This design comes from an exercise in tuning for small area on the open sky130 flow, not from production work. In this exercise RTL edits were held to simulation tests only and were not proved equivalent to the original.

<file path="flow/flow/sortnet.py">
#!/usr/bin/env python3
"""a 61-comparator, 9-level sorting network (the 4-level hypercube start of Green's network,
then 5 levels found by a search, checked on all 2^16 0-1 inputs) for 16 unsigned 16-bit values, with register
stages at CUTS: a cut k puts a register stage after level k; a cut k.5 puts it inside level
k+1, after its comparators (its comparison results and input values are registered, its
swaps come after the register).

  python3 sortnet.py rtl OUTDIR   writes OUTDIR/rtl/sort16_top.sv (and the two unused files)
  python3 sortnet.py net FILE     writes the same design as a sky130hd gate-level netlist

Both come from the same plan, so they agree register by register: the netlist builds every
compare-and-swap from inverting muxes (o22ai), so a value's wires may carry it inverted; a
register then holds the inverted value, and the RTL says so (r <= ~v). The netlist's registers
have the names and cell type Yosys gives the RTL's registers.
"""
import sys, os

L = [[(0,13),(1,12),(2,15),(3,14),(4,8),(5,6),(7,11),(9,10)],
     [(0,5),(1,7),(2,9),(3,4),(6,13),(8,14),(10,15),(11,12)],
     [(0,1),(2,3),(4,5),(6,8),(7,9),(10,11),(12,13),(14,15)],
     [(0,2),(1,3),(4,10),(5,11),(6,7),(8,9),(12,14),(13,15)],
     [(1,2),(13,14),(3,12),(4,6),(9,11),(5,7),(8,10)],
     [(1,4),(11,14),(2,6),(9,13),(3,10),(5,12),(7,8)],
     [(2,4),(11,13),(3,7),(8,12),(5,6),(9,10)],
     [(3,5),(10,12),(6,7),(8,9)],
     [(3,4),(5,6),(7,8),(9,10),(11,12)]]
CUTS = [3, 6.5]
N, W = 16, 16

# x > y from x and ny = ~y (16 bits each), mapped by ABC (&nf) from a two-group prefix form.
GT_CELLS = """\
nand2_1 A=nb5 B=a5 Y=t0
o211ai_1 A1=nb1 A2=a1 B1=nb0 C1=a0 Y=t1
a22oi_1 A1=nb2 A2=a2 B1=nb1 B2=a1 Y=t2
o22ai_1 A1=nb3 A2=a3 B1=nb2 B2=a2 Y=t3
a21oi_1 A1=t1 A2=t2 B1=t3 Y=t4
a22o_1 A1=nb4 A2=a4 B1=nb3 B2=a3 X=t5
o22ai_1 A1=nb4 A2=a4 B1=t4 B2=t5 Y=t6
o22ai_1 A1=nb6 A2=a6 B1=nb5 B2=a5 Y=t7
a21oi_1 A1=t0 A2=t6 B1=t7 Y=t8
a221oi_1 A1=nb7 A2=a7 B1=nb6 B2=a6 C1=t8 Y=t9
nor2_1 A=nb15 B=a15 Y=t10
nor2_1 A=nb8 B=a8 Y=t11
nor2_1 A=t10 B=t11 Y=t12
o22ai_1 A1=nb12 A2=a12 B1=nb11 B2=a11 Y=t13
o22ai_1 A1=nb10 A2=a10 B1=nb9 B2=a9 Y=t14
o22ai_1 A1=nb14 A2=a14 B1=nb13 B2=a13 Y=t15
nor3_1 A=t13 B=t14 C=t15 Y=t16
o211ai_1 A1=nb7 A2=a7 B1=t12 C1=t16 Y=t17
a22oi_1 A1=nb9 A2=a9 B1=nb8 B2=a8 Y=t18
a22oi_1 A1=nb11 A2=a11 B1=nb10 B2=a10 Y=t19
o21ai_0 A1=t14 A2=t18 B1=t19 Y=t20
nand2b_1 A_N=t13 B=t20 Y=t21
a22oi_1 A1=nb13 A2=a13 B1=nb12 B2=a12 Y=t22
a21oi_1 A1=t21 A2=t22 B1=t15 Y=t23
a221oi_1 A1=nb15 A2=a15 B1=nb14 B2=a14 C1=t23 Y=t24
o22ai_1 A1=t9 A2=t17 B1=t24 B2=t10 Y=gt
"""
# The comparison result drives the 32 swap cells of a compare-and-swap as S (through buf_4)
# and as ~S (through inv_4). Each swap cell is an o22ai: ~((S | x0) & (~S | x1)) = ~(S ? x1 : x0),
# an inverting 2:1 mux; o22a is the non-inverting one.
SEL_BUF = "buf_4"
SEL_INV = "inv_4"


def plan():
    """The steps the two writers follow. Every mux inverts, except the last mux of a position
    that would otherwise reach its output inverted (that one is a non-inverting o22a)."""
    steps = plan1(set())
    last = {}
    for st in steps:
        if st[0] == "mux":
            for c in st[2]:
                last[c[0]] = last[c[1]] = st[1]
    fix = {(last[i], i) for i, q in enumerate(steps[-1][1]) if q}
    steps = plan1(fix)
    assert not any(steps[-1][1])
    return steps


def plan1(noninv):
    """Walk the network, tracking each position's wire polarity (1: inverted); the outputs
    (level, position) in noninv come from non-inverting muxes. A compare-and-swap is
    (a, b, pa, pb, p, ta, tb, gab): positions a < b (min to a), their wire polarities, the
    polarity p of its mux data, whether each output mux is non-inverting, and whether its
    comparison result means A > B (else B > A)."""
    pol = [0] * N
    steps = []
    cuts = sorted(CUTS)
    ci = 0
    for lv in range(len(L) + 1):
        if ci < len(cuts) and cuts[ci] == lv:
            steps.append(("cut", ci + 1, list(pol), []))
            ci += 1
        if lv == len(L):
            break
        cas = []
        for a, b in L[lv]:
            pa, pb = pol[a], pol[b]
            if pa == pb:
                p = pa
                gab = (p == 0)       # comparator sees A^p, ~B^p
            else:
                p = 1                # the true input gets an inverted copy for the muxes
                gab = (pa == 0)      # comparator sees the true one and the inverted one
            ta, tb = (lv + 1, a) in noninv, (lv + 1, b) in noninv
            cas.append((a, b, pa, pb, p, ta, tb, gab))
            pol[a] = p if ta else 1 - p
            pol[b] = p if tb else 1 - p
        steps.append(("cmp", lv + 1, cas))
        if ci < len(cuts) and cuts[ci] == lv + 0.5:
            prev = [x[2] if x[0] == a else x[3] for a in range(N) for x in cas if a in x[:2]]
            inpol = list(pol)
            for x in cas:
                inpol[x[0]], inpol[x[1]] = x[2], x[3]
            steps.append(("cut", ci + 1, inpol, [(lv + 1, x[0], x[1]) for x in cas]))
            ci += 1
        steps.append(("mux", lv + 1, cas))
    steps.append(("out", list(pol)))
    return steps


def cut_text():
    return ", ".join("%g" % c for c in CUTS)


def write_rtl(outdir):
    steps = plan()
    o = []
    w = o.append
    w("// Streaming sorter: one vector of 16 unsigned 16-bit values may enter per")
    w("// cycle; each comes out sorted in ascending order (element 0 smallest),")
    w("// with out_valid marking the cycle, in the order the vectors entered.")
    w("// Generated by sortnet.py: a 61-comparator, 9-level sorting network with")
    w("// register stages at levels %s (k.5: after the comparisons of level k+1), latency %d." % (
        cut_text(), len(CUTS)))
    w("// Some registers hold their value inverted (r <= ~v), as the gate-level layout keeps it.")
    w("module sort16_top (")
    w("    input  logic         clk,")
    w("    input  logic         rst_n,")
    w("    input  logic         in_valid,")
    w("    input  logic [255:0] in_data,   // element i in bits [16*i+15:16*i]")
    w("    output logic         out_valid,")
    w("    output logic [255:0] out_data   // element i in bits [16*i+15:16*i]")
    w(");")
    n = len(CUTS)
    w("    // valid flag travelling alongside the data")
    w("    logic [%d:0] valid;" % (n - 1))
    w("    always_ff @(posedge clk) begin")
    w("        if (!rst_n) valid <= '0;")
    w("        else valid <= {valid[%d:0], in_valid};" % (n - 2) if n > 1 else "        else valid <= in_valid;")
    w("    end")
    w("    assign out_valid = valid[%d];" % (n - 1))
    w("")
    cur = ["v0_%d" % i for i in range(N)]
    w("    logic [15:0] %s;" % ", ".join(cur))
    for i in range(N):
        w("    assign v0_%d = in_data[%d:%d];" % (i, W * i + W - 1, W * i))
    sel = {}
    for st in steps:
        if st[0] == "cut":
            _, s, pol, sels = st
            w("    // register stage %d" % s)
            new = []
            for i in range(N):
                r = "r%d_%s" % (s, cur[i])
                t = "q%d_%d" % (s, i)
                w("    logic [15:0] %s, %s;" % (r, t))
                if pol[i]:
                    w("    always_ff @(posedge clk) %s <= ~%s;" % (r, cur[i]))
                    w("    assign %s = ~%s;" % (t, r))
                else:
                    w("    always_ff @(posedge clk) %s <= %s;" % (r, cur[i]))
                    w("    assign %s = %s;" % (t, r))
                new.append(t)
            cur = new
            for key in sels:
                r = "r%d_%s" % (s, sel[key])
                w("    logic %s;" % r)
                w("    always_ff @(posedge clk) %s <= %s;" % (r, sel[key]))
                sel[key] = r
        elif st[0] == "cmp":
            _, lv, cas = st
            for a, b, pa, pb, p, ta, tb, gab in cas:
                g = "g%d_%d_%d" % (lv, a, b)
                w("    logic %s;" % g)
                if gab:
                    w("    assign %s = %s > %s;" % (g, cur[a], cur[b]))
                else:
                    w("    assign %s = %s > %s;" % (g, cur[b], cur[a]))
                sel[(lv, a, b)] = g
        elif st[0] == "mux":
            _, lv, cas = st
            new = list(cur)
            for a, b, pa, pb, p, ta, tb, gab in cas:
                g = sel[(lv, a, b)]
                s = "s%d_%d_%d" % (lv, a, b)
                na, nb = "v%d_%d" % (lv, a), "v%d_%d" % (lv, b)
                w("    logic %s;" % s)
                w("    logic [15:0] %s, %s;" % (na, nb))
                # swap when A > B (equal values may go either way)
                w("    assign %s = %s%s;" % (s, "" if gab else "!", g))
                w("    assign %s = %s ? %s : %s;" % (na, s, cur[b], cur[a]))
                w("    assign %s = %s ? %s : %s;" % (nb, s, cur[a], cur[b]))
                new[a], new[b] = na, nb
            cur = new
    w("    assign out_data = {%s};" % ", ".join(reversed(cur)))
    w("endmodule")
    os.makedirs(os.path.join(outdir, "rtl"), exist_ok=True)
    with open(os.path.join(outdir, "rtl", "sort16_top.sv"), "w") as f:
        f.write("\n".join(o) + "\n")
    for m in ("sorter_base1.sv", "merger_base1.sv"):
        with open(os.path.join(outdir, "rtl", m), "w") as f:
            f.write("// Not used: sort16_top.sv holds the whole sorting network.\n")


def write_net(path):
    steps = plan()
    gt = [ln.split() for ln in GT_CELLS.strip().splitlines()]
    cells = []
    wires = []
    cnt = [0]

    def cell(t, name=None, **pins):
        if name is None:
            cnt[0] += 1
            name = "g%d" % cnt[0]
        cells.append((t, name, pins))

    def wire(nm):
        wires.append(nm)
        return nm

    def invs(src, tag):
        out = [wire("%s%d" % (tag, k)) for k in range(W)]
        for k in range(W):
            cell("inv_1", A=src[k], Y=out[k])
        return out

    # wires of the 16 positions, cur[i][bit], and their names in the RTL
    cur = [["in_data[%d]" % (W * i + k) for k in range(W)] for i in range(N)]
    names = ["v0_%d" % i for i in range(N)]
    sel = {}    # (level, a, b) -> [comparison result wire, its name in the RTL]
    for st in steps:
        if st[0] == "cut":
            _, s, pol, sels = st
            # register names follow the RTL's: r<stage>_<name of the value>
            for i in range(N):
                rn = "r%d_%s" % (s, names[i])
                q = []
                for k in range(W):
                    qn = wire("%s_q%d" % (rn, k))
                    cell("dfxtp_1", "\\%s[%d]$_DFF_P_ " % (rn, k), CLK="clk", D=cur[i][k], Q=qn)
                    q.append(qn)
                cur[i] = q
                names[i] = "q%d_%d" % (s, i)
            for key in sels:
                g, gn = sel[key]
                rn = "r%d_%s" % (s, gn)
                qn = wire("%s_q" % rn)
                cell("dfxtp_1", "\\%s$_DFF_P_ " % rn, CLK="clk", D=g, Q=qn)
                sel[key] = [qn, rn]
        elif st[0] == "cmp":
            _, lv, cas = st
            for a, b, pa, pb, p, ta, tb, gab in cas:
                tag = "l%d_%d_%d" % (lv, a, b)
                A, B = cur[a], cur[b]
                # comparator inputs: x and ny = ~y; result x > y
                if pa == pb:
                    x, ny = A, invs(B, tag + "_nb")
                elif pa == 0:
                    x, ny = A, B
                else:
                    x, ny = B, A
                g = wire("%s_gt" % tag)
                loc = {}
                for ln in gt:
                    t, ps = ln[0], dict(kv.split("=") for kv in ln[1:])
                    pins = {}
                    for pn, v in ps.items():
                        if v.startswith("nb"):
                            pins[pn] = ny[int(v[2:])]
                        elif v.startswith("a"):
                            pins[pn] = x[int(v[1:])]
                        elif v == "gt":
                            pins[pn] = g
                        else:
                            if v not in loc:
                                loc[v] = wire("%s_%s" % (tag, v))
                            pins[pn] = loc[v]
                    cell(t, **pins)
                sel[(lv, a, b)] = [g, "g%d_%d_%d" % (lv, a, b)]
        elif st[0] == "mux":
            _, lv, cas = st
            for a, b, pa, pb, p, ta, tb, gab in cas:
                tag = "l%d_%d_%d" % (lv, a, b)
                A, B = cur[a], cur[b]
                MA, MB = A, B
                if pa != pb:
                    # mux data at polarity 1: invert the true input
                    if pa == 0:
                        MA = invs(A, tag + "_ia")
                    else:
                        MB = invs(B, tag + "_ib")
                g = sel[(lv, a, b)][0]
                sb = wire("%s_sel" % tag)
                sn = wire("%s_seln" % tag)
                cell(SEL_BUF, A=g, X=sb)
                cell(SEL_INV, A=g, Y=sn)
                # min goes to a, max to b; swap (min = B) when the select is 1 if the result
                # means A > B, else when it is 0.
                oa = [wire("%s_oa%d" % (tag, k)) for k in range(W)]
                ob = [wire("%s_ob%d" % (tag, k)) for k in range(W)]

                def mux(noninv, x0, x1, y):
                    if noninv:
                        cell("o22a_1", A1=sb, A2=x0, B1=sn, B2=x1, X=y)
                    else:
                        cell("o22ai_1", A1=sb, A2=x0, B1=sn, B2=x1, Y=y)
                for k in range(W):
                    if gab:
                        mux(ta, MA[k], MB[k], oa[k])
                        mux(tb, MB[k], MA[k], ob[k])
                    else:
                        mux(ta, MB[k], MA[k], oa[k])
                        mux(tb, MA[k], MB[k], ob[k])
                cur[a], cur[b] = oa, ob
                names[a], names[b] = "v%d_%d" % (lv, a), "v%d_%d" % (lv, b)
        elif st[0] == "out":
            ren = {}
            for i in range(N):
                for k in range(W):
                    # the final wire has no other load: it becomes the port
                    ren[cur[i][k]] = "out_data[%d]" % (W * i + k)
            for t, nm, pins in cells:
                for pn in pins:
                    if pins[pn] in ren:
                        assert pn in ("Y", "X", "Q"), (nm, pn)
                        pins[pn] = ren[pins[pn]]
            wires[:] = [x for x in wires if x not in ren]
    # valid flag: valid[s] <= rst_n & valid[s-1]
    n = len(CUTS)
    prev = "in_valid"
    for s in range(n):
        d = wire("valid_d%d" % s)
        q = "out_valid" if s == n - 1 else wire("valid_q%d" % s)
        cell("and2_1", A="rst_n", B=prev, X=d)
        cell("dfxtp_1", "\\valid[%d]$_SDFF_PN0_ " % s, CLK="clk", D=d, Q=q)
        prev = q
    o = []
    w = o.append
    w("module sort16_top(clk, rst_n, in_valid, in_data, out_valid, out_data);")
    w("  input clk;\n  input rst_n;\n  input in_valid;\n  input [255:0] in_data;")
    w("  output out_valid;\n  output [255:0] out_data;")
    for nm in wires:
        w("  wire %s;" % nm)
    for t, nm, pins in cells:
        w("  sky130_fd_sc_hd__%s %s (%s);" % (t, nm, ", ".join(".%s(%s)" % kv for kv in pins.items())))
    w("endmodule")
    with open(path, "w") as f:
        f.write("\n".join(o) + "\n")


def check_regs(std, net):
    """The registers of net must be those of std (the standard synthesis): same names, same
    cell type."""
    import re
    pat = re.compile(r"sky130_fd_sc_hd__(df\w+)\s+(\\\S+|\w+)\s*\(")
    a = {m.group(2): m.group(1) for m in pat.finditer(open(std).read())}
    b = {m.group(2): m.group(1) for m in pat.finditer(open(net).read())}
    print("standard synthesis: %d registers, netlist: %d registers" % (len(a), len(b)))
    if a != b:
        for k in sorted(set(a) | set(b)):
            if a.get(k) != b.get(k):
                print("differs:", k, a.get(k), b.get(k))
        sys.exit(1)
    print("registers match")


if __name__ == "__main__":
    if sys.argv[1] == "rtl":
        write_rtl(sys.argv[2])
    elif sys.argv[1] == "net":
        write_net(sys.argv[2])
    else:
        check_regs(sys.argv[2], sys.argv[3])
</file>
<file path="flow/flow/run.sh">
#!/bin/bash
set -euo pipefail
cd "$(dirname "$0")/.."
R=orfs/results/sky130hd/sort16_top/base
bash standard.sh synth > std_synth.log 2>&1
python3 flow/sortnet.py net hand_netlist.v > sortnet.log 2>&1
python3 flow/sortnet.py check $R/1_2_yosys.v hand_netlist.v > regcheck.log 2>&1
cp $R/1_2_yosys.v std_synth_netlist.v
cp hand_netlist.v $R/1_2_yosys.v
rm -f $R/1_synth.odb $R/1_synth.sdc
touch $R/1_2_yosys.v
export BUFFER_PORTS_ARGS="-buffer_cell sky130_fd_sc_hd__buf_1"
# clock tree: small clock buffers, no dummy loads
export CTS_ARGS="-sink_clustering_enable -repair_clock_nets -dont_use_dummy_load -sink_clustering_size 16 -sink_clustering_max_diameter 60 -root_buf sky130_fd_sc_hd__clkbuf_16 -buf_list {sky130_fd_sc_hd__clkbuf_4 sky130_fd_sc_hd__clkbuf_8}"
# sizing may change a cell's footprint (the platform default limits repair to same-size swaps)
bash standard.sh finish MATCH_CELL_FOOTPRINT=0 > layout.log 2>&1
</file>
<file path="flow/config.mk">
export PLATFORM = sky130hd
export DESIGN_NAME = sort16_top
export DESIGN_NICKNAME = sort16_top
export VERILOG_FILES = /design/flow/design.v
export SDC_FILE = /design/flow/constraint.sdc
export NUM_CORES = 4
export LEC_CHECK = 0
export CAP_MARGIN = 20
export CORE_MARGIN = 2
export CORE_UTILIZATION = 60
export GPL_TIMING_DRIVEN = 0
export PLACE_DENSITY = 0.7
export SETUP_SLACK_MARGIN = 0.35
export SLEW_MARGIN = 20
</file>
<file path="flow/standard.sh">
#!/bin/bash
# synth_recipe.tcl (not shown) runs the flow's synth.tcl, then flattens the netlist and writes it again
# the make line also repeats each setting of config.mk as NAME=value (left out here)
make -C /OpenROAD-flow-scripts/flow DESIGN_CONFIG=/design/flow/config.mk WORK_HOME=/design/flow/orfs CLKGATE_MAP_FILE= SYNTH_SCRIPT=/design/flow/synth_recipe.tcl "${@:-finish}"
</file>
<file path="flow/design.v">
module sort16_top (
    input  logic         clk,
    input  logic         rst_n,
    input  logic         in_valid,
    input  logic [255:0] in_data,    
    output logic         out_valid,
    output logic [255:0] out_data    
);
    logic [1:0] valid;
    always_ff @(posedge clk) begin
        if (!rst_n) valid <= '0;
        else valid <= {valid[0:0], in_valid};
    end
    assign out_valid = valid[1];
    logic [15:0] v0_0, v0_1, v0_2, v0_3, v0_4, v0_5, v0_6, v0_7, v0_8, v0_9, v0_10, v0_11, v0_12, v0_13, v0_14, v0_15;
    assign v0_0 = in_data[15:0];
    assign v0_1 = in_data[31:16];
    assign v0_2 = in_data[47:32];
    assign v0_3 = in_data[63:48];
    assign v0_4 = in_data[79:64];
    assign v0_5 = in_data[95:80];
    assign v0_6 = in_data[111:96];
    assign v0_7 = in_data[127:112];
    assign v0_8 = in_data[143:128];
    assign v0_9 = in_data[159:144];
    assign v0_10 = in_data[175:160];
    assign v0_11 = in_data[191:176];
    assign v0_12 = in_data[207:192];
    assign v0_13 = in_data[223:208];
    assign v0_14 = in_data[239:224];
    assign v0_15 = in_data[255:240];
    logic g1_0_13;
    assign g1_0_13 = v0_0 > v0_13;
    logic g1_1_12;
    assign g1_1_12 = v0_1 > v0_12;
    logic g1_2_15;
    assign g1_2_15 = v0_2 > v0_15;
    logic g1_3_14;
    assign g1_3_14 = v0_3 > v0_14;
    logic g1_4_8;
    assign g1_4_8 = v0_4 > v0_8;
    logic g1_5_6;
    assign g1_5_6 = v0_5 > v0_6;
    logic g1_7_11;
    assign g1_7_11 = v0_7 > v0_11;
    logic g1_9_10;
    assign g1_9_10 = v0_9 > v0_10;
    logic s1_0_13;
    logic [15:0] v1_0, v1_13;
    assign s1_0_13 = g1_0_13;
    assign v1_0 = s1_0_13 ? v0_13 : v0_0;
    assign v1_13 = s1_0_13 ? v0_0 : v0_13;
    logic s1_1_12;
    logic [15:0] v1_1, v1_12;
    assign s1_1_12 = g1_1_12;
    assign v1_1 = s1_1_12 ? v0_12 : v0_1;
    assign v1_12 = s1_1_12 ? v0_1 : v0_12;
    logic s1_2_15;
    logic [15:0] v1_2, v1_15;
    assign s1_2_15 = g1_2_15;
    assign v1_2 = s1_2_15 ? v0_15 : v0_2;
    assign v1_15 = s1_2_15 ? v0_2 : v0_15;
    logic s1_3_14;
    logic [15:0] v1_3, v1_14;
    assign s1_3_14 = g1_3_14;
    assign v1_3 = s1_3_14 ? v0_14 : v0_3;
    assign v1_14 = s1_3_14 ? v0_3 : v0_14;
    logic s1_4_8;
    logic [15:0] v1_4, v1_8;
    assign s1_4_8 = g1_4_8;
    assign v1_4 = s1_4_8 ? v0_8 : v0_4;
    assign v1_8 = s1_4_8 ? v0_4 : v0_8;
    logic s1_5_6;
    logic [15:0] v1_5, v1_6;
    assign s1_5_6 = g1_5_6;
    assign v1_5 = s1_5_6 ? v0_6 : v0_5;
    assign v1_6 = s1_5_6 ? v0_5 : v0_6;
    logic s1_7_11;
    logic [15:0] v1_7, v1_11;
    assign s1_7_11 = g1_7_11;
    assign v1_7 = s1_7_11 ? v0_11 : v0_7;
    assign v1_11 = s1_7_11 ? v0_7 : v0_11;
    logic s1_9_10;
    logic [15:0] v1_9, v1_10;
    assign s1_9_10 = g1_9_10;
    assign v1_9 = s1_9_10 ? v0_10 : v0_9;
    assign v1_10 = s1_9_10 ? v0_9 : v0_10;
    logic g2_0_5;
    assign g2_0_5 = v1_5 > v1_0;
    logic g2_1_7;
    assign g2_1_7 = v1_7 > v1_1;
    logic g2_2_9;
    assign g2_2_9 = v1_9 > v1_2;
    logic g2_3_4;
    assign g2_3_4 = v1_4 > v1_3;
    logic g2_6_13;
    assign g2_6_13 = v1_13 > v1_6;
    logic g2_8_14;
    assign g2_8_14 = v1_14 > v1_8;
    logic g2_10_15;
    assign g2_10_15 = v1_15 > v1_10;
    logic g2_11_12;
    assign g2_11_12 = v1_12 > v1_11;
    logic s2_0_5;
    logic [15:0] v2_0, v2_5;
    assign s2_0_5 = !g2_0_5;
    assign v2_0 = s2_0_5 ? v1_5 : v1_0;
    assign v2_5 = s2_0_5 ? v1_0 : v1_5;
    logic s2_1_7;
    logic [15:0] v2_1, v2_7;
    assign s2_1_7 = !g2_1_7;
    assign v2_1 = s2_1_7 ? v1_7 : v1_1;
    assign v2_7 = s2_1_7 ? v1_1 : v1_7;
    logic s2_2_9;
    logic [15:0] v2_2, v2_9;
    assign s2_2_9 = !g2_2_9;
    assign v2_2 = s2_2_9 ? v1_9 : v1_2;
    assign v2_9 = s2_2_9 ? v1_2 : v1_9;
    logic s2_3_4;
    logic [15:0] v2_3, v2_4;
    assign s2_3_4 = !g2_3_4;
    assign v2_3 = s2_3_4 ? v1_4 : v1_3;
    assign v2_4 = s2_3_4 ? v1_3 : v1_4;
    logic s2_6_13;
    logic [15:0] v2_6, v2_13;
    assign s2_6_13 = !g2_6_13;
    assign v2_6 = s2_6_13 ? v1_13 : v1_6;
    assign v2_13 = s2_6_13 ? v1_6 : v1_13;
    logic s2_8_14;
    logic [15:0] v2_8, v2_14;
    assign s2_8_14 = !g2_8_14;
    assign v2_8 = s2_8_14 ? v1_14 : v1_8;
    assign v2_14 = s2_8_14 ? v1_8 : v1_14;
    logic s2_10_15;
    logic [15:0] v2_10, v2_15;
    assign s2_10_15 = !g2_10_15;
    assign v2_10 = s2_10_15 ? v1_15 : v1_10;
    assign v2_15 = s2_10_15 ? v1_10 : v1_15;
    logic s2_11_12;
    logic [15:0] v2_11, v2_12;
    assign s2_11_12 = !g2_11_12;
    assign v2_11 = s2_11_12 ? v1_12 : v1_11;
    assign v2_12 = s2_11_12 ? v1_11 : v1_12;
    logic g3_0_1;
    assign g3_0_1 = v2_0 > v2_1;
    logic g3_2_3;
    assign g3_2_3 = v2_2 > v2_3;
    logic g3_4_5;
    assign g3_4_5 = v2_4 > v2_5;
    logic g3_6_8;
    assign g3_6_8 = v2_6 > v2_8;
    logic g3_7_9;
    assign g3_7_9 = v2_7 > v2_9;
    logic g3_10_11;
    assign g3_10_11 = v2_10 > v2_11;
    logic g3_12_13;
    assign g3_12_13 = v2_12 > v2_13;
    logic g3_14_15;
    assign g3_14_15 = v2_14 > v2_15;
    logic s3_0_1;
    logic [15:0] v3_0, v3_1;
    assign s3_0_1 = g3_0_1;
    assign v3_0 = s3_0_1 ? v2_1 : v2_0;
    assign v3_1 = s3_0_1 ? v2_0 : v2_1;
    logic s3_2_3;
    logic [15:0] v3_2, v3_3;
    assign s3_2_3 = g3_2_3;
    assign v3_2 = s3_2_3 ? v2_3 : v2_2;
    assign v3_3 = s3_2_3 ? v2_2 : v2_3;
    logic s3_4_5;
    logic [15:0] v3_4, v3_5;
    assign s3_4_5 = g3_4_5;
    assign v3_4 = s3_4_5 ? v2_5 : v2_4;
    assign v3_5 = s3_4_5 ? v2_4 : v2_5;
    logic s3_6_8;
    logic [15:0] v3_6, v3_8;
    assign s3_6_8 = g3_6_8;
    assign v3_6 = s3_6_8 ? v2_8 : v2_6;
    assign v3_8 = s3_6_8 ? v2_6 : v2_8;
    logic s3_7_9;
    logic [15:0] v3_7, v3_9;
    assign s3_7_9 = g3_7_9;
    assign v3_7 = s3_7_9 ? v2_9 : v2_7;
    assign v3_9 = s3_7_9 ? v2_7 : v2_9;
    logic s3_10_11;
    logic [15:0] v3_10, v3_11;
    assign s3_10_11 = g3_10_11;
    assign v3_10 = s3_10_11 ? v2_11 : v2_10;
    assign v3_11 = s3_10_11 ? v2_10 : v2_11;
    logic s3_12_13;
    logic [15:0] v3_12, v3_13;
    assign s3_12_13 = g3_12_13;
    assign v3_12 = s3_12_13 ? v2_13 : v2_12;
    assign v3_13 = s3_12_13 ? v2_12 : v2_13;
    logic s3_14_15;
    logic [15:0] v3_14, v3_15;
    assign s3_14_15 = g3_14_15;
    assign v3_14 = s3_14_15 ? v2_15 : v2_14;
    assign v3_15 = s3_14_15 ? v2_14 : v2_15;
    logic [15:0] r1_v3_0, q1_0;
    always_ff @(posedge clk) r1_v3_0 <= ~v3_0;
    assign q1_0 = ~r1_v3_0;
    logic [15:0] r1_v3_1, q1_1;
    always_ff @(posedge clk) r1_v3_1 <= ~v3_1;
    assign q1_1 = ~r1_v3_1;
    logic [15:0] r1_v3_2, q1_2;
    always_ff @(posedge clk) r1_v3_2 <= ~v3_2;
    assign q1_2 = ~r1_v3_2;
    logic [15:0] r1_v3_3, q1_3;
    always_ff @(posedge clk) r1_v3_3 <= ~v3_3;
    assign q1_3 = ~r1_v3_3;
    logic [15:0] r1_v3_4, q1_4;
    always_ff @(posedge clk) r1_v3_4 <= ~v3_4;
    assign q1_4 = ~r1_v3_4;
    logic [15:0] r1_v3_5, q1_5;
    always_ff @(posedge clk) r1_v3_5 <= ~v3_5;
    assign q1_5 = ~r1_v3_5;
    logic [15:0] r1_v3_6, q1_6;
    always_ff @(posedge clk) r1_v3_6 <= ~v3_6;
    assign q1_6 = ~r1_v3_6;
    logic [15:0] r1_v3_7, q1_7;
    always_ff @(posedge clk) r1_v3_7 <= ~v3_7;
    assign q1_7 = ~r1_v3_7;
    logic [15:0] r1_v3_8, q1_8;
    always_ff @(posedge clk) r1_v3_8 <= ~v3_8;
    assign q1_8 = ~r1_v3_8;
    logic [15:0] r1_v3_9, q1_9;
    always_ff @(posedge clk) r1_v3_9 <= ~v3_9;
    assign q1_9 = ~r1_v3_9;
    logic [15:0] r1_v3_10, q1_10;
    always_ff @(posedge clk) r1_v3_10 <= ~v3_10;
    assign q1_10 = ~r1_v3_10;
    logic [15:0] r1_v3_11, q1_11;
    always_ff @(posedge clk) r1_v3_11 <= ~v3_11;
    assign q1_11 = ~r1_v3_11;
    logic [15:0] r1_v3_12, q1_12;
    always_ff @(posedge clk) r1_v3_12 <= ~v3_12;
    assign q1_12 = ~r1_v3_12;
    logic [15:0] r1_v3_13, q1_13;
    always_ff @(posedge clk) r1_v3_13 <= ~v3_13;
    assign q1_13 = ~r1_v3_13;
    logic [15:0] r1_v3_14, q1_14;
    always_ff @(posedge clk) r1_v3_14 <= ~v3_14;
    assign q1_14 = ~r1_v3_14;
    logic [15:0] r1_v3_15, q1_15;
    always_ff @(posedge clk) r1_v3_15 <= ~v3_15;
    assign q1_15 = ~r1_v3_15;
    logic g4_0_2;
    assign g4_0_2 = q1_2 > q1_0;
    logic g4_1_3;
    assign g4_1_3 = q1_3 > q1_1;
    logic g4_4_10;
    assign g4_4_10 = q1_10 > q1_4;
    logic g4_5_11;
    assign g4_5_11 = q1_11 > q1_5;
    logic g4_6_7;
    assign g4_6_7 = q1_7 > q1_6;
    logic g4_8_9;
    assign g4_8_9 = q1_9 > q1_8;
    logic g4_12_14;
    assign g4_12_14 = q1_14 > q1_12;
    logic g4_13_15;
    assign g4_13_15 = q1_15 > q1_13;
    logic s4_0_2;
    logic [15:0] v4_0, v4_2;
    assign s4_0_2 = !g4_0_2;
    assign v4_0 = s4_0_2 ? q1_2 : q1_0;
    assign v4_2 = s4_0_2 ? q1_0 : q1_2;
    logic s4_1_3;
    logic [15:0] v4_1, v4_3;
    assign s4_1_3 = !g4_1_3;
    assign v4_1 = s4_1_3 ? q1_3 : q1_1;
    assign v4_3 = s4_1_3 ? q1_1 : q1_3;
    logic s4_4_10;
    logic [15:0] v4_4, v4_10;
    assign s4_4_10 = !g4_4_10;
    assign v4_4 = s4_4_10 ? q1_10 : q1_4;
    assign v4_10 = s4_4_10 ? q1_4 : q1_10;
    logic s4_5_11;
    logic [15:0] v4_5, v4_11;
    assign s4_5_11 = !g4_5_11;
    assign v4_5 = s4_5_11 ? q1_11 : q1_5;
    assign v4_11 = s4_5_11 ? q1_5 : q1_11;
    logic s4_6_7;
    logic [15:0] v4_6, v4_7;
    assign s4_6_7 = !g4_6_7;
    assign v4_6 = s4_6_7 ? q1_7 : q1_6;
    assign v4_7 = s4_6_7 ? q1_6 : q1_7;
    logic s4_8_9;
    logic [15:0] v4_8, v4_9;
    assign s4_8_9 = !g4_8_9;
    assign v4_8 = s4_8_9 ? q1_9 : q1_8;
    assign v4_9 = s4_8_9 ? q1_8 : q1_9;
    logic s4_12_14;
    logic [15:0] v4_12, v4_14;
    assign s4_12_14 = !g4_12_14;
    assign v4_12 = s4_12_14 ? q1_14 : q1_12;
    assign v4_14 = s4_12_14 ? q1_12 : q1_14;
    logic s4_13_15;
    logic [15:0] v4_13, v4_15;
    assign s4_13_15 = !g4_13_15;
    assign v4_13 = s4_13_15 ? q1_15 : q1_13;
    assign v4_15 = s4_13_15 ? q1_13 : q1_15;
    logic g5_1_2;
    assign g5_1_2 = v4_1 > v4_2;
    logic g5_13_14;
    assign g5_13_14 = v4_13 > v4_14;
    logic g5_3_12;
    assign g5_3_12 = v4_3 > v4_12;
    logic g5_4_6;
    assign g5_4_6 = v4_4 > v4_6;
    logic g5_9_11;
    assign g5_9_11 = v4_9 > v4_11;
    logic g5_5_7;
    assign g5_5_7 = v4_5 > v4_7;
    logic g5_8_10;
    assign g5_8_10 = v4_8 > v4_10;
    logic s5_1_2;
    logic [15:0] v5_1, v5_2;
    assign s5_1_2 = g5_1_2;
    assign v5_1 = s5_1_2 ? v4_2 : v4_1;
    assign v5_2 = s5_1_2 ? v4_1 : v4_2;
    logic s5_13_14;
    logic [15:0] v5_13, v5_14;
    assign s5_13_14 = g5_13_14;
    assign v5_13 = s5_13_14 ? v4_14 : v4_13;
    assign v5_14 = s5_13_14 ? v4_13 : v4_14;
    logic s5_3_12;
    logic [15:0] v5_3, v5_12;
    assign s5_3_12 = g5_3_12;
    assign v5_3 = s5_3_12 ? v4_12 : v4_3;
    assign v5_12 = s5_3_12 ? v4_3 : v4_12;
    logic s5_4_6;
    logic [15:0] v5_4, v5_6;
    assign s5_4_6 = g5_4_6;
    assign v5_4 = s5_4_6 ? v4_6 : v4_4;
    assign v5_6 = s5_4_6 ? v4_4 : v4_6;
    logic s5_9_11;
    logic [15:0] v5_9, v5_11;
    assign s5_9_11 = g5_9_11;
    assign v5_9 = s5_9_11 ? v4_11 : v4_9;
    assign v5_11 = s5_9_11 ? v4_9 : v4_11;
    logic s5_5_7;
    logic [15:0] v5_5, v5_7;
    assign s5_5_7 = g5_5_7;
    assign v5_5 = s5_5_7 ? v4_7 : v4_5;
    assign v5_7 = s5_5_7 ? v4_5 : v4_7;
    logic s5_8_10;
    logic [15:0] v5_8, v5_10;
    assign s5_8_10 = g5_8_10;
    assign v5_8 = s5_8_10 ? v4_10 : v4_8;
    assign v5_10 = s5_8_10 ? v4_8 : v4_10;
    logic g6_1_4;
    assign g6_1_4 = v5_4 > v5_1;
    logic g6_11_14;
    assign g6_11_14 = v5_14 > v5_11;
    logic g6_2_6;
    assign g6_2_6 = v5_6 > v5_2;
    logic g6_9_13;
    assign g6_9_13 = v5_13 > v5_9;
    logic g6_3_10;
    assign g6_3_10 = v5_10 > v5_3;
    logic g6_5_12;
    assign g6_5_12 = v5_12 > v5_5;
    logic g6_7_8;
    assign g6_7_8 = v5_8 > v5_7;
    logic s6_1_4;
    logic [15:0] v6_1, v6_4;
    assign s6_1_4 = !g6_1_4;
    assign v6_1 = s6_1_4 ? v5_4 : v5_1;
    assign v6_4 = s6_1_4 ? v5_1 : v5_4;
    logic s6_11_14;
    logic [15:0] v6_11, v6_14;
    assign s6_11_14 = !g6_11_14;
    assign v6_11 = s6_11_14 ? v5_14 : v5_11;
    assign v6_14 = s6_11_14 ? v5_11 : v5_14;
    logic s6_2_6;
    logic [15:0] v6_2, v6_6;
    assign s6_2_6 = !g6_2_6;
    assign v6_2 = s6_2_6 ? v5_6 : v5_2;
    assign v6_6 = s6_2_6 ? v5_2 : v5_6;
    logic s6_9_13;
    logic [15:0] v6_9, v6_13;
    assign s6_9_13 = !g6_9_13;
    assign v6_9 = s6_9_13 ? v5_13 : v5_9;
    assign v6_13 = s6_9_13 ? v5_9 : v5_13;
    logic s6_3_10;
    logic [15:0] v6_3, v6_10;
    assign s6_3_10 = !g6_3_10;
    assign v6_3 = s6_3_10 ? v5_10 : v5_3;
    assign v6_10 = s6_3_10 ? v5_3 : v5_10;
    logic s6_5_12;
    logic [15:0] v6_5, v6_12;
    assign s6_5_12 = !g6_5_12;
    assign v6_5 = s6_5_12 ? v5_12 : v5_5;
    assign v6_12 = s6_5_12 ? v5_5 : v5_12;
    logic s6_7_8;
    logic [15:0] v6_7, v6_8;
    assign s6_7_8 = !g6_7_8;
    assign v6_7 = s6_7_8 ? v5_8 : v5_7;
    assign v6_8 = s6_7_8 ? v5_7 : v5_8;
    logic g7_2_4;
    assign g7_2_4 = v6_2 > v6_4;
    logic g7_11_13;
    assign g7_11_13 = v6_11 > v6_13;
    logic g7_3_7;
    assign g7_3_7 = v6_3 > v6_7;
    logic g7_8_12;
    assign g7_8_12 = v6_8 > v6_12;
    logic g7_5_6;
    assign g7_5_6 = v6_5 > v6_6;
    logic g7_9_10;
    assign g7_9_10 = v6_9 > v6_10;
    logic [15:0] r2_v4_0, q2_0;
    always_ff @(posedge clk) r2_v4_0 <= v4_0;
    assign q2_0 = r2_v4_0;
    logic [15:0] r2_v6_1, q2_1;
    always_ff @(posedge clk) r2_v6_1 <= v6_1;
    assign q2_1 = r2_v6_1;
    logic [15:0] r2_v6_2, q2_2;
    always_ff @(posedge clk) r2_v6_2 <= v6_2;
    assign q2_2 = r2_v6_2;
    logic [15:0] r2_v6_3, q2_3;
    always_ff @(posedge clk) r2_v6_3 <= v6_3;
    assign q2_3 = r2_v6_3;
    logic [15:0] r2_v6_4, q2_4;
    always_ff @(posedge clk) r2_v6_4 <= v6_4;
    assign q2_4 = r2_v6_4;
    logic [15:0] r2_v6_5, q2_5;
    always_ff @(posedge clk) r2_v6_5 <= v6_5;
    assign q2_5 = r2_v6_5;
    logic [15:0] r2_v6_6, q2_6;
    always_ff @(posedge clk) r2_v6_6 <= v6_6;
    assign q2_6 = r2_v6_6;
    logic [15:0] r2_v6_7, q2_7;
    always_ff @(posedge clk) r2_v6_7 <= v6_7;
    assign q2_7 = r2_v6_7;
    logic [15:0] r2_v6_8, q2_8;
    always_ff @(posedge clk) r2_v6_8 <= v6_8;
    assign q2_8 = r2_v6_8;
    logic [15:0] r2_v6_9, q2_9;
    always_ff @(posedge clk) r2_v6_9 <= v6_9;
    assign q2_9 = r2_v6_9;
    logic [15:0] r2_v6_10, q2_10;
    always_ff @(posedge clk) r2_v6_10 <= v6_10;
    assign q2_10 = r2_v6_10;
    logic [15:0] r2_v6_11, q2_11;
    always_ff @(posedge clk) r2_v6_11 <= v6_11;
    assign q2_11 = r2_v6_11;
    logic [15:0] r2_v6_12, q2_12;
    always_ff @(posedge clk) r2_v6_12 <= v6_12;
    assign q2_12 = r2_v6_12;
    logic [15:0] r2_v6_13, q2_13;
    always_ff @(posedge clk) r2_v6_13 <= v6_13;
    assign q2_13 = r2_v6_13;
    logic [15:0] r2_v6_14, q2_14;
    always_ff @(posedge clk) r2_v6_14 <= v6_14;
    assign q2_14 = r2_v6_14;
    logic [15:0] r2_v4_15, q2_15;
    always_ff @(posedge clk) r2_v4_15 <= v4_15;
    assign q2_15 = r2_v4_15;
    logic r2_g7_2_4;
    always_ff @(posedge clk) r2_g7_2_4 <= g7_2_4;
    logic r2_g7_11_13;
    always_ff @(posedge clk) r2_g7_11_13 <= g7_11_13;
    logic r2_g7_3_7;
    always_ff @(posedge clk) r2_g7_3_7 <= g7_3_7;
    logic r2_g7_8_12;
    always_ff @(posedge clk) r2_g7_8_12 <= g7_8_12;
    logic r2_g7_5_6;
    always_ff @(posedge clk) r2_g7_5_6 <= g7_5_6;
    logic r2_g7_9_10;
    always_ff @(posedge clk) r2_g7_9_10 <= g7_9_10;
    logic s7_2_4;
    logic [15:0] v7_2, v7_4;
    assign s7_2_4 = r2_g7_2_4;
    assign v7_2 = s7_2_4 ? q2_4 : q2_2;
    assign v7_4 = s7_2_4 ? q2_2 : q2_4;
    logic s7_11_13;
    logic [15:0] v7_11, v7_13;
    assign s7_11_13 = r2_g7_11_13;
    assign v7_11 = s7_11_13 ? q2_13 : q2_11;
    assign v7_13 = s7_11_13 ? q2_11 : q2_13;
    logic s7_3_7;
    logic [15:0] v7_3, v7_7;
    assign s7_3_7 = r2_g7_3_7;
    assign v7_3 = s7_3_7 ? q2_7 : q2_3;
    assign v7_7 = s7_3_7 ? q2_3 : q2_7;
    logic s7_8_12;
    logic [15:0] v7_8, v7_12;
    assign s7_8_12 = r2_g7_8_12;
    assign v7_8 = s7_8_12 ? q2_12 : q2_8;
    assign v7_12 = s7_8_12 ? q2_8 : q2_12;
    logic s7_5_6;
    logic [15:0] v7_5, v7_6;
    assign s7_5_6 = r2_g7_5_6;
    assign v7_5 = s7_5_6 ? q2_6 : q2_5;
    assign v7_6 = s7_5_6 ? q2_5 : q2_6;
    logic s7_9_10;
    logic [15:0] v7_9, v7_10;
    assign s7_9_10 = r2_g7_9_10;
    assign v7_9 = s7_9_10 ? q2_10 : q2_9;
    assign v7_10 = s7_9_10 ? q2_9 : q2_10;
    logic g8_3_5;
    assign g8_3_5 = v7_5 > v7_3;
    logic g8_10_12;
    assign g8_10_12 = v7_12 > v7_10;
    logic g8_6_7;
    assign g8_6_7 = v7_7 > v7_6;
    logic g8_8_9;
    assign g8_8_9 = v7_9 > v7_8;
    logic s8_3_5;
    logic [15:0] v8_3, v8_5;
    assign s8_3_5 = !g8_3_5;
    assign v8_3 = s8_3_5 ? v7_5 : v7_3;
    assign v8_5 = s8_3_5 ? v7_3 : v7_5;
    logic s8_10_12;
    logic [15:0] v8_10, v8_12;
    assign s8_10_12 = !g8_10_12;
    assign v8_10 = s8_10_12 ? v7_12 : v7_10;
    assign v8_12 = s8_10_12 ? v7_10 : v7_12;
    logic s8_6_7;
    logic [15:0] v8_6, v8_7;
    assign s8_6_7 = !g8_6_7;
    assign v8_6 = s8_6_7 ? v7_7 : v7_6;
    assign v8_7 = s8_6_7 ? v7_6 : v7_7;
    logic s8_8_9;
    logic [15:0] v8_8, v8_9;
    assign s8_8_9 = !g8_8_9;
    assign v8_8 = s8_8_9 ? v7_9 : v7_8;
    assign v8_9 = s8_8_9 ? v7_8 : v7_9;
    logic g9_3_4;
    assign g9_3_4 = v8_3 > v7_4;
    logic g9_5_6;
    assign g9_5_6 = v8_5 > v8_6;
    logic g9_7_8;
    assign g9_7_8 = v8_7 > v8_8;
    logic g9_9_10;
    assign g9_9_10 = v8_9 > v8_10;
    logic g9_11_12;
    assign g9_11_12 = v8_12 > v7_11;
    logic s9_3_4;
    logic [15:0] v9_3, v9_4;
    assign s9_3_4 = g9_3_4;
    assign v9_3 = s9_3_4 ? v7_4 : v8_3;
    assign v9_4 = s9_3_4 ? v8_3 : v7_4;
    logic s9_5_6;
    logic [15:0] v9_5, v9_6;
    assign s9_5_6 = g9_5_6;
    assign v9_5 = s9_5_6 ? v8_6 : v8_5;
    assign v9_6 = s9_5_6 ? v8_5 : v8_6;
    logic s9_7_8;
    logic [15:0] v9_7, v9_8;
    assign s9_7_8 = g9_7_8;
    assign v9_7 = s9_7_8 ? v8_8 : v8_7;
    assign v9_8 = s9_7_8 ? v8_7 : v8_8;
    logic s9_9_10;
    logic [15:0] v9_9, v9_10;
    assign s9_9_10 = g9_9_10;
    assign v9_9 = s9_9_10 ? v8_10 : v8_9;
    assign v9_10 = s9_9_10 ? v8_9 : v8_10;
    logic s9_11_12;
    logic [15:0] v9_11, v9_12;
    assign s9_11_12 = !g9_11_12;
    assign v9_11 = s9_11_12 ? v8_12 : v7_11;
    assign v9_12 = s9_11_12 ? v7_11 : v8_12;
    assign out_data = {q2_15, q2_14, v7_13, v9_12, v9_11, v9_10, v9_9, v9_8, v9_7, v9_6, v9_5, v9_4, v9_3, v7_2, q2_1, q2_0};
endmodule
</file>
<file path="flow/constraint.sdc">
create_clock -name core_clock -period 7.0 [get_ports {clk}]
set_input_delay 1.4000 -clock core_clock [delete_from_list [all_inputs] [get_ports {clk}]]
set_output_delay 1.4000 -clock core_clock [all_outputs]
set_load 0.01 [all_outputs]
</file>
==> results of run 1 <==
[how the worst min path moves through the flow]
stage / start / to / slack, ns / depth (start not counted)
2_1_floorplan: valid[0] / valid[1] / 0.41 / 1
3_3_place_gp: valid[0] / valid[1] / 0.43 / 1
3_5_place_dp: valid[0] / valid[1] / 0.44 / 1
4_1_cts: valid[0] / valid[1] / 0.45 / 1
5_1_grt: r1_v3_0[11] / r2_v4_0[11] / 0.48 / 1
6_report: valid[0] / valid[1] / 0.44 / 1
[final cells by class]
class                      instances  area share [%]
inverter                        1037            9.55
timing repair buffer             517            4.36
tap                              837            2.34
sequential                       520            23.3
multi-input combinational       3540            57.4
clock buffer                      46            1.54
antenna                            9          0.0504
buffer                            61            1.38
timing repair inverter             5          0.0868
[critical path: cells and delay by family (launching register included)]
| kind | cells | cell delay, ns |
|---|---|---|
| AO/OA/AOI/OAI | 23 | 4.49 |
| buffers and inverters | 6 | 1.05 |
| flip-flops | 1 | 0.53 |
| AND/OR/NAND/NOR | 2 | 0.40 |
[through the flow]
step | cell area (µm²) | std cells | TNS [ns] | hold slack, ns
2_1_floorplan | 37300 | 5158 | 0 | 0.412
3_3_place_gp | 40300 | 6510 | -0.161 | 0.426
3_5_place_dp | 40300 | 6510 | -0.515 | 0.437
4_1_cts | 41100 | 6556 | 0 | 0.453
5_1_grt | 44700 | 6568 | 0 | 0.480
6_report | 44700 | 6572 | 0 | 0.445
[layout by cell type, fill, tap and decap left out, types with 28 or more instances in the layout]
master and n:
o211ai_1 122, dfxtp_1 500, o22ai_2 352, clkbuf_8 41
buf_4 31, nand2_1 61, o22ai_4 71, nor3_1 61
o22ai_1 1828, a22o_1 61, o22a_1 128, a221oi_1 111
o21ai_0 61, buf_1 515, buf_6 28, nor2_1 183
inv_1 976, a21oi_1 183, a22oi_1 244, nand2b_1 61
inv_4 37
[metal layers]
layer	vias up	GRT usage (%)	routed length, µm
met5	-	0	0
met4	0	36.7	17200
met3	1025	11.9	24400
met2	4430	74.3	71900
met1	22620	59.8	60600
li1	22094	-	-
[what timing repair did]
item,4_1_cts,5_1_grt
gates resized for setup,24,586
cloned,0,5
setup endpoints to repair,3,358
pin swaps,0,5
setup buffers,0,2
==> run_results.csv, run 1 <==
group,metric,value,unit
timing,rsz0062_at_grt,"yes",
clock_network,clock_sinks,520,
floorplanning,rows,91,
worst_setup_path,startpoint,"r1_v3_12[9]",
route,vias,50169,
global_routing,grt_overflow_total,0,
worst_setup_path,reg2regPathDepth,31,
floorplanning,die_h,253,µm
route,avgRoutedWirePerCell,26.5,µm
synthesis,synth_nets,5417,
worst_setup_path,critPathArrivalTime,7.03,ns
timing,hold_viol_final,0,
clock_network,cts-buffers-inserted,46,
placement,port_buffers,515,
hold_path,hold_class,"flop to flop",
worst_setup_path,rrSetupSlack,0.39,ns
route,drc,0,
floorplanning,coreArea,61600,µm²
status,status,"no timing/DRC/antenna violations",
route,drt-total-wl,174000,µm
global_routing,grt_pass1_vias,40720,
route,drtIter0Drc,10027,
timing,fin_skew,0.0707,ns
clock_network,clk_pin_slew_worst_paths,0.09,ns
synthesis,synth.avg_cell_area,7.23,µm²
worst_setup_path,path_class,"flop to flop",
worst_setup_path,end_kind,"flop",
floorplanning,dieArea,64200,µm²
global_routing,grt_start_max_net_pins,33,
worst_setup_path,slowest_stage,"dfxtp_1",
worst_setup_path,worstReg2RegEnd,"r2_g7_8_12",
worst_setup_path,critPathCapture,"r2_g7_8_12",
finish,nNetsFinal,5987,
finish,syn2layout_area_growth,19.8,%
floorplanning,ios,516,
placement,pre_cts_ws,-0.0943,ns
worst_setup_path,crit_top_cell,"o22ai_1",
clock_network,cts_tree,"built",
finish,drive_gt1_share,11.0,%
route,ant_nets,0,
placement,place.gp.congestion,1.15,
floorplanning,chipWidth,253,µm
timing,timing.final.crit_share,94.4,%
placement,dp_hpwl,135000,µm
clock_network,cts_max_level,2,
timing,setup_violations,0,
worst_setup_path,crit_fanout,32,
finish,n_fill_cell,5054,
timing,timing.final.crit_period,6.61,ns
finish,seq_area,10400,µm²
global_routing,grt_use_total,48.9,%
timing,fmax,151,MHz
worst_setup_path,start_kind,"flop",
route,vias_per_cell,7.63,
timing,setup_slack,0.393,ns
clock_network,cts_root_buffer,"clkbuf_16",
global_routing,grt_pass1_wl,240000,µm
timing,relSlewSlack,35.8,%
run,maxCapViolations,0,
clock_network,cts_buffer_depth,3,
synthesis,syn_area,37300,µm²
worst_setup_path,r2r_start,"r1_v3_12[9]",
worst_setup_path,critical_path_required,7.43,ns
finish,fin_util,72.6,%
synthesis,synth-warning-count,1,
global_routing,antenna_found_initial,9,
floorplanning,start_util,60.6,%
worst_setup_path,cp_slowest_stage_delay,0.53,ns
synthesis,synthCells,5158,
clock_network,worstSkewPairLatency,0.59,ns
finish,multi_input_area,25600,µm²
timing,worst_pin_slew,0.963,ns
route,dr.pass1.iters,15,
clock_network,hold_buffers,0,
timing,drv_slew,0,
==> inputs of run 2 (changes only) <==
--- a/flow/flow/sortnet.py
+++ b/flow/flow/sortnet.py
@@ -58,7 +58,7 @@
 """
-# The comparison result drives the 32 swap cells of a compare-and-swap as S (through buf_4)
-# and as ~S (through inv_4). Each swap cell is an o22ai: ~((S | x0) & (~S | x1)) = ~(S ? x1 : x0),
+# The comparison result drives the 32 swap cells of a compare-and-swap as S (through buf_6)
+# and as ~S (through inv_6). Each swap cell is an o22ai: ~((S | x0) & (~S | x1)) = ~(S ? x1 : x0),
 # an inverting 2:1 mux; o22a is the non-inverting one.
-SEL_BUF = "buf_4"
-SEL_INV = "inv_4"
+SEL_BUF = "buf_6"
+SEL_INV = "inv_6"
 
@@ -236,3 +236,3 @@
         for k in range(W):
-            cell("inv_1", A=src[k], Y=out[k])
+            cell("inv_2", A=src[k], Y=out[k])
         return out
==> run 2 against run 1 <==
Effect of this change:
- final cell count is essentially flat
- sequential cell count is the same
- synthesized cell count is the same
- synthesized area grew 1.0%
- hold slack gained 0.0084 ns
- core utilization shrank 1.3 points
- clock skew grew 0.0016 ns
- critical path depth shrank 5
==> run_results.csv, run 2 <==
group,metric,value,unit
status,status,"no timing/DRC/antenna violations",
run,maxCapViolations,0,
finish,final_cell_mix,"o22ai_1, inv_2, buf_1, dfxtp_1, o22ai_2",
floorplanning,dieArea,64800,µm²
timing,drv_slew,0,
finish,syn2layout_area_growth,17.2,%
clock_network,cts_tree,"built",
global_routing,grt_pass1_wl,240000,µm
floorplanning,die_h,255,µm
synthesis,synth-warning-count,1,
route,vias,50173,
clock_network,clk_pin_slew_worst_paths,0.10,ns
global_routing,antenna_found_initial,5,
worst_setup_path,crit_fanout,32,
timing,timing.final.crit_period,6.65,ns
timing,fin_skew,0.0724,ns
route,drtIter0Drc,9713,
clock_network,cts_buffer_depth,3,
floorplanning,ios,516,
hold_path,hold_class,"flop to flop",
synthesis,synth.avg_cell_area,7.31,µm²
worst_setup_path,critPathArrivalTime,7.08,ns
route,drc,0,
timing,hold_viol_final,0,
route,vias_per_cell,7.64,
synthesis,synth_nets,5417,
worst_setup_path,start_kind,"input pin",
worst_setup_path,end_kind,"flop",
route,avgRoutedWirePerCell,26.3,µm
floorplanning,coreArea,61900,µm²
finish,multi_input_area,25000,µm²
finish,instances_no_fill,6570,
global_routing,grt_start_max_net_pins,33,
floorplanning,start_util,60.8,%
finish,seq_area,10400,µm²
clock_network,clock_sinks,520,
finish,final_common_cell,"o22ai_1",
route,drt-total-wl,173000,µm
global_routing,grt_pass1_vias,40824,
timing,fin_setup_tns,0,ns
finish,n_fill_cell,5124,
clock_network,cts_max_level,2,
synthesis,syn_area,37700,µm²
route,ant_nets,0,
placement,place.gp.congestion,1.13,
worst_setup_path,critical_path_required,7.43,ns
finish,nNetsFinal,5990,
route,dr.pass1.iters,10,
floorplanning,rows,91,
clock_network,cts_root_buffer,"clkbuf_16",
placement,dp_hpwl,135000,µm
floorplanning,chipWidth,255,µm
timing,timing.final.crit_share,95.0,%
placement,dp_cells,6510,
timing,rsz0062_at_grt,"yes",
placement,port_buffers,515,
timing,fmax,150,MHz
clock_network,worstSkewPairLatency,0.59,ns
timing,setup_violations,0,
timing,worst_pin_slew,0.977,ns
timing,relSlewSlack,34.9,%
global_routing,grt_use_total,48.5,%
synthesis,synthCells,5158,
global_routing,grt_overflow_total,0,
finish,drive_gt1_share,26.5,%
clock_network,cts-buffers-inserted,44,
worst_setup_path,path_class,"input pin to flop",
[run 2: layout make-up]
| cell class | instances | area share, % |
|---|---|---|
| multi-input combinational | 3540 | 56.5 |
| sequential | 520 | 23.6 |
| inverter | 1037 | 9.62 |
| timing repair buffer | 526 | 4.57 |
| tap | 837 | 2.37 |
| buffer | 61 | 1.73 |
| clock buffer | 44 | 1.50 |
| antenna | 4 | 0.0227 |
| timing repair inverter | 1 | 0.0113 |
[run 2: timing repair]
| item | CTS | global route |
|---|---|---|
| gates resized for setup | 19 | 425 |
| setup endpoints to repair | 5 | 249 |
| pin swaps | 0 | 14 |
| hold buffers | 0 | 0 |
| buffers inserted | 0 | 11 |
| gates cloned | 0 | 1 |
[run 2: path summary, 6_finish.rpt]
path | startpoint | cells after the start | end | slack, ns
max | in_data[130] | 26 | r1_v3_3[14] | 0.35
min | valid[0] | 1 | valid[1] | 0.45
max reg2reg | r1_v3_14[4] | 30 | r2_g7_5_6 | 0.44
min reg2reg | valid[0] | 1 | valid[1] | 0.45
[run 2: worst max-delay path: stages]
cell and delay [ns]:
buf_1 0.18, inv_2 0.06, a22oi_1 0.18, a21oi_1 0.09, o22ai_1 0.14, a21oi_1 0.09, a221oi_1 0.32, o22ai_1 0.26
buf_6 0.24, o22ai_1 0.44, inv_2 0.07, o22ai_1 0.23, o21ai_0 0.13, nand2b_1 0.08, a21oi_1 0.06, a221oi_1 0.25
o22ai_2 0.19, buf_6 0.23, o22ai_1 0.71, inv_2 0.07, o22ai_1 0.23, a21oi_1 0.07, a221oi_1 0.37, o22ai_1 0.28
buf_6 0.26, o22ai_1 0.44
[run 2: per-layer routing]
metal,part of all wire [%],GRT usage [%]
met1,35,59.7
met2,42,74.2
met3,13,10.7
met4,9.5,36.5
met5,0.017,0
[run 2: through the flow]
step / hold WS [ns] / utilization (%) / area [µm²] / worst slack [ns]
floorplan: 0.412 / - / 37700 / 1.49
global placement: 0.425 / 65.7 / 40700 / 0.0104
detailed placement: 0.431 / 65.7 / 40700 / -0.0557
CTS: 0.458 / 66.9 / 41400 / 0.345
global route: 0.476 / 71.3 / 44100 / 0.0916
finish: 0.453 / 71.3 / 44200 / 0.348
==> inputs of run 3 (changes only) <==
--- a/flow/config.mk
+++ b/flow/config.mk
@@ -12,3 +12,3 @@
 export PLACE_DENSITY = 0.7
-export SETUP_SLACK_MARGIN = 0.35
+export SETUP_SLACK_MARGIN = 0.28
 export SLEW_MARGIN = 20
==> run 3 against run 2 <==
Effect of this change:
- global-route usage barely moved
- synthesized area did not move
- setup slack improved by 0.014 ns
- hold slack barely moved
- synthesized cell count did not move
- sequential share of layout area rose by 0.24 points
- final area fell by 1.0%
- die area did not move
- critical path type unchanged
- largest cell class unchanged
==> run_results.csv, run 3 <==
group,metric,value,unit
status,status,"no timing/DRC/antenna violations",
global_routing,antenna_found_initial,5,
worst_setup_path,critical_path_required,7.41,ns
timing,timing.final.crit_period,6.64,ns
worst_setup_path,path_class,"input pin to flop",
placement,port_buffers,515,
clock_network,cts_tree,"built",
timing,hold_viol_final,0,
floorplanning,rows,91,
run,maxCapViolations,0,
clock_network,hold_buffers,0,
finish,final_cell_mix,"o22ai_1, inv_2, buf_1, dfxtp_1, a22oi_1",
floorplanning,dieArea,64800,µm²
route,drtIter0Drc,9547,
synthesis,synth-warning-count,1,
timing,fmax,151,MHz
floorplanning,ios,516,
worst_setup_path,start_kind,"input pin",
route,vias_per_cell,7.59,
finish,seq_area,10400,µm²
route,drc,0,
finish,nNetsFinal,5983,
timing,relSlewSlack,38.1,%
finish,syn2layout_area_growth,15.9,%
finish,drive_gt1_share,25.6,%
global_routing,grt_overflow_total,0,
worst_setup_path,crit_fanout,32,
clock_network,cts_root_buffer,"clkbuf_16",
clock_network,worstSkewPairLatency,0.59,ns
worst_setup_path,end_kind,"flop",
finish,fin_util,70.5,%
finish,n_fill_cell,5212,
clock_network,cts_buffer_depth,3,
floorplanning,chipWidth,255,µm
timing,fin_skew,0.0670,ns
route,dr.pass1.iters,10,
hold_path,hold_class,"flop to flop",
timing,holdWs,0.453,ns
timing,worst_pin_slew,0.929,ns
floorplanning,start_util,60.8,%
clock_network,clk_pin_slew_worst_paths,0.10,ns
global_routing,grt_pass1_wl,240000,µm
floorplanning,coreArea,61900,µm²
synthesis,synth_nets,5417,
global_routing,grt_start_max_net_pins,33,
route,vias,49851,
timing,timing.final.crit_share,94.8,%
clock_network,cts_max_level,2,
synthesis,synthCells,5158,
placement,place.gp.congestion,1.13,
timing,setup_violations,0,
clock_network,clock_sinks,520,
synthesis,syn_area,37700,µm²
synthesis,synth.avg_cell_area,7.31,µm²
floorplanning,die_h,255,µm
route,avgRoutedWirePerCell,26.3,µm
global_routing,grt_use_total,48.5,%
worst_setup_path,critPathArrivalTime,7.05,ns
global_routing,grt_pass1_vias,40777,
finish,multi_input_area,24600,µm²
route,drt-total-wl,173000,µm
finish,final_common_cell,"o22ai_1",
clock_network,cts-buffers-inserted,44,
timing,rsz0062_at_grt,"yes",
timing,drv_slew,0,
route,ant_nets,0,
placement,dp_hpwl,135000,µm
run 3: cell type report:
class	instances	share of cell area (%)
multi-input cells	3540	56.4
repair buffers	520	4.51
flip-flops and latches	520	23.9
plain buffers	61	1.62
diodes	5	0.0286
clock buffers	44	1.51
inverters	1037	9.66
well taps	837	2.40
run 3: final timing paths:
path / start / endpoint / slack [ns] / cells past startpoint
max: in_data[130] / r1_v3_6[4] / 0.36 / 25
min: valid[0] / valid[1] / 0.45 / 1
max reg2reg: r1_v3_4[2] / r2_g7_5_6 / 0.46 / 32
min reg2reg: valid[0] / valid[1] / 0.45 / 1
run 3: critical path, stage by stage:
cell,delay [ns]
buf_1,0.18
inv_2,0.06
a22oi_1,0.18
a21oi_1,0.09
o22ai_1,0.14
a21oi_1,0.09
a221oi_1,0.31
o22ai_1,0.25
buf_6,0.24
o22ai_1,0.48
o22ai_1,0.15
a21oi_1,0.17
o22ai_1,0.11
a21oi_1,0.17
a221oi_1,0.07
o22ai_1,0.43
inv_6,0.19
o22ai_1,0.65
inv_2,0.07
a22oi_1,0.19
a21oi_1,0.12
a221oi_1,0.28
o22ai_1,0.24
buf_6,0.24
o22ai_1,0.52
run 3: per-layer routing:
metal  up-vias  global-route usage [%]  wire (µm)
li1      22225                       -          -
met1     22438                    59.5      60700
met2      4230                    74.0      71800
met3       954                    10.9      23500
met4         4                    36.8      16700
met5         -                       0         30
run 3: timing repair:
action / 4_1_cts / 5_1_grt
setup buffers: 0 / 5
gates resized for setup: 13 / 368
pin swaps: 0 / 13
endpoints found under the setup margin: 5 / 220
run 3: metrics by stage:
stage	setup TNS, ns	setup slack, ns	cell area [µm²]	instances
6_report	0	0.363	43700	6564
5_1_grt	0	0.0993	43700	6561
4_1_cts	0	0.291	41400	6554
3_5_place_dp	-0.527	-0.0557	40700	6510
3_3_place_gp	0	0.0104	40700	6510
2_1_floorplan	0	1.49	37700	5158

what the ideal ports hide:
No port has a modelled driver above. Below, the same layouts with a new extraction and two added sets of constraints.
Step 1 assumes that a clkbuf_16 drives the clock port and a buf_2 every other input.
Step 2 times the ports against the registers' clock, not the clock port: input delays grow and output delays shrink by t, the midpoint of the rising clock arrivals with the driver on.
Slacks: ideal / step 1 / step 2; pairs: ideal / step 1.
| run | t (ns) | setup slack, ns | worst hold slack (ns) | slew at the worst register clock pin (ns) | cell pins on the clock port's net |
|---|---|---|---|---|---|
| run 1 | 0.627 | 0.393 / 0.393 / -0.093 | 0.445 / 0.445 / 0.445 | 0.10 / 0.10 | 1 |
| run 2 | 0.630 | 0.348 / 0.384 / -0.229 | 0.453 / 0.453 / 0.453 | 0.11 / 0.11 | 1 |
| run 3 | 0.627 | 0.363 / 0.335 / -0.214 | 0.453 / 0.453 / 0.453 | 0.11 / 0.11 | 1 |
Met with ideal ports but missed after step 2: setup timing in every run listed.
